This design comes from an exercise in tuning for small area and a short achievable clock period on the open sky130 flow, not from production work. Function was checked by simulation only, so behaviour that the tests miss may differ from the original. Power is estimated from default activity; no workload was simulated.

JK:
## rr_arbiter
module rr_arbiter(clk, resetb, ack, request, grant);
	parameter integer WIDTH = 64;
	localparam integer LOGW = 6;
	input clk, resetb, ack;
	input [WIDTH - 1:0] request;
	output [WIDTH - 1:0] grant;
	wire            valid;
	wire [LOGW-1:0] last;
	wire            any;
	wire [LOGW-1:0] idx;
	arbiter arbiter(.req(request), .last(last), .any(any), .idx(idx));
	register #(.LOGW(LOGW)) state(.clk(clk), .rst(resetb), .ack(ack), .any(any), .idx(idx), .valid(valid), .last(last));
	decoder #(.WIDTH(WIDTH), .LOGW(LOGW)) final_decoder(.valid(valid), .in(last), .out(grant));
endmodule
Size in the first run: roughly 380 cells after synthesis, about 130 I/O pins.
Settings: LEC_CHECK=0, CAP_MARGIN=20, CORE_MARGIN=2, CORE_UTILIZATION=40, CTS_BUF_LIST=sky130_fd_sc_hd__clkbuf_2, CTS_CLUSTER_SIZE=30, PLACE_DENSITY=0.75, SETUP_SLACK_MARGIN=4.3, SLEW_MARGIN=20; clock period 8.0 ns.
standard.sh (not shown) runs the stock make flow with config.mk's settings and CLKGATE_MAP_FILE= SYNTH_SCRIPT=/design/flow/synth_recipe.tcl, a recipe that flattens the netlist after the stock synthesis.
==> flow/flow/run.sh <==
#!/bin/bash
# The standard layout with three changes:
# - Yosys's ABC maps the logic with flow/abc.script (one area-recovering
#   mapping after choice computation) instead of ORFS's speed script; the
#   rest of the synthesis, synth_recipe.tcl included, is unchanged.
# - The slow OR-type cells (a NOR plus an inverter in one cell, with a weak
#   stacked pull-up) are kept out of synthesis and repair.
# - The port buffers are plain buf_1 cells.
set -euo pipefail
here=$PWD
slow=""
for c in or3 or3b or4 or4b or4bb o41a; do
  for s in 1 2 4; do slow="$slow sky130_fd_sc_hd__${c}_$s"; done
done
cp config.mk flow_config.mk
echo "export DONT_USE_CELLS += $slow" >> flow_config.mk
cat > flow_synth.tcl <<EOT
proc abc {args} {
  set i [lsearch -exact \$args -script]
  if {\$i >= 0} { set args [lreplace \$args \$i [expr {\$i + 1}] -script $here/flow/abc.script] }
  yosys abc {*}\$args
}
source $here/synth_recipe.tcl
EOT
sed -e "s#DESIGN_CONFIG=[^ ]*#DESIGN_CONFIG=$here/flow_config.mk#" \
    -e "s#SYNTH_SCRIPT=[^ ]*#SYNTH_SCRIPT=$here/flow_synth.tcl#" standard.sh > flow_standard.sh
export BUFFER_PORTS_ARGS="-buffer_cell sky130_fd_sc_hd__buf_1"
bash flow_standard.sh > standard.log 2>&1
==> flow/flow/abc.script <==
&get -n
&st
&syn2
&dch -f
&nf -a -R 1000
&put
The following lists how MS was set up differently from JK:
# JK
export LEC_CHECK = 0
export CAP_MARGIN = 20
export CORE_MARGIN = 2
export CORE_UTILIZATION = 40
export CTS_BUF_LIST = sky130_fd_sc_hd__clkbuf_2
export CTS_CLUSTER_SIZE = 30
export PLACE_DENSITY = 0.75
export SETUP_SLACK_MARGIN = 4.3
export SLEW_MARGIN = 20
create_clock -name core_clock -period 8.0 [get_ports {clk}]
# MS
export LEC_CHECK = 0
export CAP_MARGIN = 20
export CORE_MARGIN = 2
export CORE_UTILIZATION = 40
export SETUP_SLACK_MARGIN = 4.0
export SLEW_MARGIN = 20
create_clock -name core_clock -period 8.0 [get_ports {clk}]
==> flow/flow/run.sh <==
#!/bin/bash
# The standard layout, with two changes: the port buffers are plain buf_1
# cells, and slow cells are kept out of synthesis and repair: the OR types
# (a NOR plus an inverter in one cell) and the cells with four stacked
# transistors in one network.
set -euo pipefail
slow=""
for c in or3 or3b or4 or4b or4bb o41a o41ai a41o a41oi a2111o a2111oi o2111a o2111ai nor4b nor4bb and4b and4bb; do
  for s in 1 2 4; do slow="$slow sky130_fd_sc_hd__${c}_$s"; done
done
cp config.mk flow_config.mk
echo "export DONT_USE_CELLS += $slow" >> flow_config.mk
sed "s#DESIGN_CONFIG=[^ ]*#DESIGN_CONFIG=$PWD/flow_config.mk#" standard.sh > flow_standard.sh
export BUFFER_PORTS_ARGS="-buffer_cell sky130_fd_sc_hd__buf_1"
bash flow_standard.sh > standard.log 2>&1
removed: flow/flow/abc.script
### Flow results
Sort JK and MS by instance count on the critical path desc -> top: JK
In MS, the total power draw came out about 9% above the value in JK.
MS vs JK: fraction of power consumed by the clock network up in MS
From JK to MS the numbers moved as follows: detail-routed via count per cell dropped 0.11; combinational power share fell by 5.4 points.
Changes in AL relative to MS:
# MS
export LEC_CHECK = 0
export CAP_MARGIN = 20
export CORE_MARGIN = 2
export CORE_UTILIZATION = 40
export SETUP_SLACK_MARGIN = 4.0
export SLEW_MARGIN = 20
create_clock -name core_clock -period 8.0 [get_ports {clk}]
# AL
export LEC_CHECK = 0
export CAP_MARGIN = 20
export CORE_MARGIN = 2
export CORE_UTILIZATION = 40
export SETUP_SLACK_MARGIN = 4.3
export SLEW_MARGIN = 20
create_clock -name core_clock -period 8.0 [get_ports {clk}]
==> flow/flow/run.sh <==
#!/bin/bash
# The standard layout, with two changes: the port buffers are plain buf_1
# cells, and the slow OR-type cells (an OR is a NOR plus an inverter in one
# cell, with a weak stacked pull-up) are kept out of synthesis and repair.
set -euo pipefail
slow=""
for c in or3 or3b or4 or4b or4bb o41a; do
  for s in 1 2 4; do slow="$slow sky130_fd_sc_hd__${c}_$s"; done
done
cp config.mk flow_config.mk
echo "export DONT_USE_CELLS += $slow" >> flow_config.mk
sed "s#DESIGN_CONFIG=[^ ]*#DESIGN_CONFIG=$PWD/flow_config.mk#" standard.sh > flow_standard.sh
export BUFFER_PORTS_ARGS="-buffer_cell sky130_fd_sc_hd__buf_1"
bash flow_standard.sh > standard.log 2>&1
[summary]
Of AL and MS, it is AL that has the lower global-route wire length before repair.
AL ended up with a lower amount of wire on met3 after detailed routing than MS did.
AL vs. MS: synthesized cell count barely changed, die outline area barely changed, routed wire length dropped 260 um, critical path depth barely changed.
Input-level comparison between TR and AL:
# AL
export LEC_CHECK = 0
export CAP_MARGIN = 20
export CORE_MARGIN = 2
export CORE_UTILIZATION = 40
export SETUP_SLACK_MARGIN = 4.3
export SLEW_MARGIN = 20
create_clock -name core_clock -period 8.0 [get_ports {clk}]
# TR
export LEC_CHECK = 0
export CAP_MARGIN = 20
export CORE_MARGIN = 2
export CORE_UTILIZATION = 40
export CTS_BUF_LIST = sky130_fd_sc_hd__clkbuf_2
export CTS_CLUSTER_SIZE = 30
export PLACE_DENSITY = 0.75
export SETUP_SLACK_MARGIN = 4.2
export SLEW_MARGIN = 20
create_clock -name core_clock -period 8.0 [get_ports {clk}]
==> flow/flow/run.sh <==
#!/bin/bash
# The standard layout with three changes:
# - Yosys's ABC maps the logic with flow/abc.script (one area-recovering
#   mapping after choice computation) instead of ORFS's speed script; the
#   rest of the synthesis, synth_recipe.tcl included, is unchanged.
# - The slow OR-type cells (a NOR plus an inverter in one cell, with a weak
#   stacked pull-up) are kept out of synthesis and repair.
# - The port buffers are plain buf_1 cells.
set -euo pipefail
here=$PWD
slow=""
for c in or3 or3b or4 or4b or4bb o41a; do
  for s in 1 2 4; do slow="$slow sky130_fd_sc_hd__${c}_$s"; done
done
cp config.mk flow_config.mk
echo "export DONT_USE_CELLS += $slow" >> flow_config.mk
cat > flow_synth.tcl <<EOT
proc abc {args} {
  set i [lsearch -exact \$args -script]
  if {\$i >= 0} { set args [lreplace \$args \$i [expr {\$i + 1}] -script $here/flow/abc.script] }
  yosys abc {*}\$args
}
source $here/synth_recipe.tcl
EOT
sed -e "s#DESIGN_CONFIG=[^ ]*#DESIGN_CONFIG=$here/flow_config.mk#" \
    -e "s#SYNTH_SCRIPT=[^ ]*#SYNTH_SCRIPT=$here/flow_synth.tcl#" standard.sh > flow_standard.sh
export BUFFER_PORTS_ARGS="-buffer_cell sky130_fd_sc_hd__buf_1"
bash flow_standard.sh > standard.log 2>&1
==> flow/flow/abc.script (new file) <==
&get -n
&st
&syn2
&syn2
&dch -f
&nf -a -R 1000
&put
--- outcome ---
Diff AL -> TR: number of global-route vias before repair now sits higher, first-pass iteration count of the detailed router now sits lower, multi-input gate share of total cell area now sits lower. TR: clock share of power lower than AL. AL has higher worst slack after detailed placement than TR.

* * *

wip/cedar:
rr_arbiter again, from the RTL that the note above started with.
clock: 8.0 ns
lec_check: 0
cap_margin: 20
core_margin: 2
core_utilization: 40
setup_slack_margin: 4.2
slew_margin: 20
==> flow/flow/run.sh <==
#!/bin/bash
# The standard layout with three changes:
# - Yosys's ABC maps the logic with flow/abc.script (one area-recovering
#   mapping after choice computation) instead of ORFS's speed script; the
#   rest of the synthesis, synth_recipe.tcl included, is unchanged.
# - The slow OR-type cells (a NOR plus an inverter in one cell, with a weak
#   stacked pull-up) are kept out of synthesis and repair.
# - The port buffers are plain buf_1 cells.
set -euo pipefail
here=$PWD
slow=""
for c in or3 or3b or4 or4b or4bb o41a; do
  for s in 1 2 4; do slow="$slow sky130_fd_sc_hd__${c}_$s"; done
done
cp config.mk flow_config.mk
echo "export DONT_USE_CELLS += $slow" >> flow_config.mk
cat > flow_synth.tcl <<EOT
proc abc {args} {
  set i [lsearch -exact \$args -script]
  if {\$i >= 0} { set args [lreplace \$args \$i [expr {\$i + 1}] -script $here/flow/abc.script] }
  yosys abc {*}\$args
}
source $here/synth_recipe.tcl
EOT
sed -e "s#DESIGN_CONFIG=[^ ]*#DESIGN_CONFIG=$here/flow_config.mk#" \
    -e "s#SYNTH_SCRIPT=[^ ]*#SYNTH_SCRIPT=$here/flow_synth.tcl#" standard.sh > flow_standard.sh
export BUFFER_PORTS_ARGS="-buffer_cell sky130_fd_sc_hd__buf_1"
bash flow_standard.sh > standard.log 2>&1
==> flow/flow/abc.script <==
&get -n
&st
&syn2
&dch -f
&nf -a -R 1000
&put
#### Input delta (wip/onyx over wip/cedar)
- changing SETUP_SLACK_MARGIN from 4.2 to 4.4
- setting CTS_BUF_LIST to sky130_fd_sc_hd__clkbuf_2 for the first time
- setting CTS_CLUSTER_SIZE to 30 for the first time
[summary]
Compared to wip/cedar, wip/onyx shows a wider setup margin. Between wip/cedar and wip/onyx, the flow reports design area increasing by a few percent. wip/cedar consumes less power than wip/onyx. Changes observed in wip/onyx relative to wip/cedar: total internal power decreased by 11 uW relative to the old numbers, worst hold slack after final layout increased by 0.0081 ns relative to the old numbers.
Edits applied to the flow inputs when going from wip/onyx to wip/xenon:
- CTS_BUF_LIST removed (was sky130_fd_sc_hd__clkbuf_2)
- CTS_CLUSTER_SIZE removed (was 30)
- SETUP_SLACK_MARGIN changed from 4.4 to 4.0
==> flow/flow/run.sh <==
#!/bin/bash
# The standard layout, with two changes: the port buffers are plain buf_1
# cells, and the slow OR-type cells (an OR is a NOR plus an inverter in one
# cell, with a weak stacked pull-up) are kept out of synthesis and repair.
set -euo pipefail
slow=""
for c in or3 or3b or4 or4b or4bb o41a; do
  for s in 1 2 4; do slow="$slow sky130_fd_sc_hd__${c}_$s"; done
done
cp config.mk flow_config.mk
echo "export DONT_USE_CELLS += $slow" >> flow_config.mk
sed "s#DESIGN_CONFIG=[^ ]*#DESIGN_CONFIG=$PWD/flow_config.mk#" standard.sh > flow_standard.sh
export BUFFER_PORTS_ARGS="-buffer_cell sky130_fd_sc_hd__buf_1"
bash flow_standard.sh > standard.log 2>&1
removed: flow/flow/abc.script
[summary]
Compared with wip/onyx, wip/xenon shows non-clock buffer count lower by about 2.3%. Taking wip/onyx as the reference, in wip/xenon final critical-path share of the clock period shows an increase of 2.6 points; mux contribution to synthesized area shows an increase of 14 points. Delta(worst hold-check slack, wip/xenon - wip/onyx) > 0. wip/xenon vs. wip/onyx: part of the total power dissipated in the clock network went up by 3.4 points. As of wip/xenon, cell area had risen slightly compared to wip/onyx. Most common cell after layout, fill and taps aside = nor2_1: wip/onyx; most common cell after layout, fill and taps aside = buf_1: wip/xenon. wip/xenon | status: complete | timing, DRC, antenna: pass. wip/xenon vs wip/onyx — synthesized area rose 15%. Compared with wip/onyx, wip/xenon shows a achievable clock frequency that is 15 MHz lower.
Setup changes, wip/xenon to wip/ember
- an added GPL_TIMING_DRIVEN of 1
- a change of SETUP_SLACK_MARGIN from 4.0 to 4.3
==> results.txt <==
Internal power in wip/ember is about 4.5% above wip/xenon. Against wip/xenon, wip/ember comes in 70 um lower on routed length on met3. Cell at the slowest stage of the critical path: mux4_2 -> wip/ember, dfstp_2 -> wip/xenon. Taking wip/xenon as the reference, in wip/ember final area higher; shortest clock period the worst path allows after layout went down; switching share of power decreased 0.41 points; maximum frequency saw an increase. Clock distribution power of wip/xenon is on par with wip/ember. Sequential share of layout area delta (wip/ember -> wip/xenon): insignificant. Diff wip/xenon -> wip/ember | non-clock buffer count | increase of 2.
The inputs of wip/maple differ from those of wip/ember as listed below.
- PLACE_DENSITY: unset -> 0.75
- GPL_TIMING_DRIVEN: 1 -> unset
- CTS_CLUSTER_SIZE: unset -> 30
- CTS_BUF_LIST: unset -> sky130_fd_sc_hd__clkbuf_2
- SETUP_SLACK_MARGIN: 4.3 -> 4.2
==> flow/flow/run.sh <==
#!/bin/bash
# The standard layout with three changes:
# - Yosys's ABC maps the logic with flow/abc.script (one area-recovering
#   mapping after choice computation) instead of ORFS's speed script; the
#   rest of the synthesis, synth_recipe.tcl included, is unchanged.
# - The slow OR-type cells (a NOR plus an inverter in one cell, with a weak
#   stacked pull-up) are kept out of synthesis and repair.
# - The port buffers are plain buf_1 cells.
set -euo pipefail
here=$PWD
slow=""
for c in or3 or3b or4 or4b or4bb o41a; do
  for s in 1 2 4; do slow="$slow sky130_fd_sc_hd__${c}_$s"; done
done
cp config.mk flow_config.mk
echo "export DONT_USE_CELLS += $slow" >> flow_config.mk
cat > flow_synth.tcl <<EOT
proc abc {args} {
  set i [lsearch -exact \$args -script]
  if {\$i >= 0} { set args [lreplace \$args \$i [expr {\$i + 1}] -script $here/flow/abc.script] }
  yosys abc {*}\$args
}
source $here/synth_recipe.tcl
EOT
sed -e "s#DESIGN_CONFIG=[^ ]*#DESIGN_CONFIG=$here/flow_config.mk#" \
    -e "s#SYNTH_SCRIPT=[^ ]*#SYNTH_SCRIPT=$here/flow_synth.tcl#" standard.sh > flow_standard.sh
export BUFFER_PORTS_ARGS="-buffer_cell sky130_fd_sc_hd__buf_1"
bash flow_standard.sh > standard.log 2>&1
==> flow/flow/abc.script (new file) <==
&get -n
&st
&syn2
&dch -f
&nf -a -R 1000 -F 10 -A 10
&put
## What came out
wip/maple completed; timing, DRC and antenna clean
wip/ember | stages: all done | timing, DRC, antenna: all pass
In the tables for wip/maple and wip/ember, net switching share of the total power reads lower with wip/ember.
Comparing wip/maple and wip/ember, detail-routed via count per cell is higher on wip/maple.
wip/maple ends up with higher synthesized cell count than wip/ember does.
Relative to wip/ember, biggest fanout along the worst timing path has increased by 15 in wip/maple.
Re clock insertion delay at the later pin of the skew report: wip/maple is 0.02 ns up on wip/ember.
Count of cell instances traversed by the critical path was lower in wip/maple than in wip/ember.
Compared with wip/ember, in wip/maple worst hold slack fell 0.030 ns, worst setup skew after layout shows an increase of 0.0048 ns, power -about 9%.
Going from wip/ember to wip/maple, synthesized area shrank by more than 10%.

-- afterwards: timing with drivers on the ports --
How much do the figures lean on ideal ports? The routed layouts below were timed once more, with nothing changed but the port constraints.
Step 1 assumes that a clkbuf_16 drives the clock port and a buf_2 every other input.
Step 2 adds t to the input delays and takes it off the output delays; t is the mean of the earliest and latest rising clock arrival at the registers after step 1. Input paths then give back, and output paths get back, about the clock's delay inside the block.
a / b / c = no drivers / after step 1 / after step 2; a / b = the first two.
run | shift t [ns] | setup slack, ns | slew at the worst register clock pin (ns)
JK | 0.259 | 4.353 / 4.349 / 4.090 | 0.08 / 0.08
MS | 0.244 | 4.097 / 4.096 / 3.851 | 0.04 / 0.04
AL | 0.244 | 4.382 / 4.382 / 4.138 | 0.04 / 0.04
TR | 0.236 | 4.322 / 4.305 / 4.089 | 0.07 / 0.07
wip/cedar | 0.238 | 4.291 / 4.289 / 4.051 | 0.04 / 0.04
wip/onyx | 0.234 | 4.398 / 4.391 / 4.157 | 0.07 / 0.07
wip/xenon | 0.245 | 4.193 / 4.171 / 3.983 | 0.04 / 0.04
wip/ember | 0.244 | 4.382 / 4.382 / 4.138 | 0.04 / 0.04
wip/maple | 0.257 | 4.289 / 4.270 / 4.108 | 0.08 / 0.08
After both steps every run listed still meets setup and hold. For JK, which loses most, drivers alone change the setup slack by -0.004 ns; drivers and shift together by -0.263 ns.
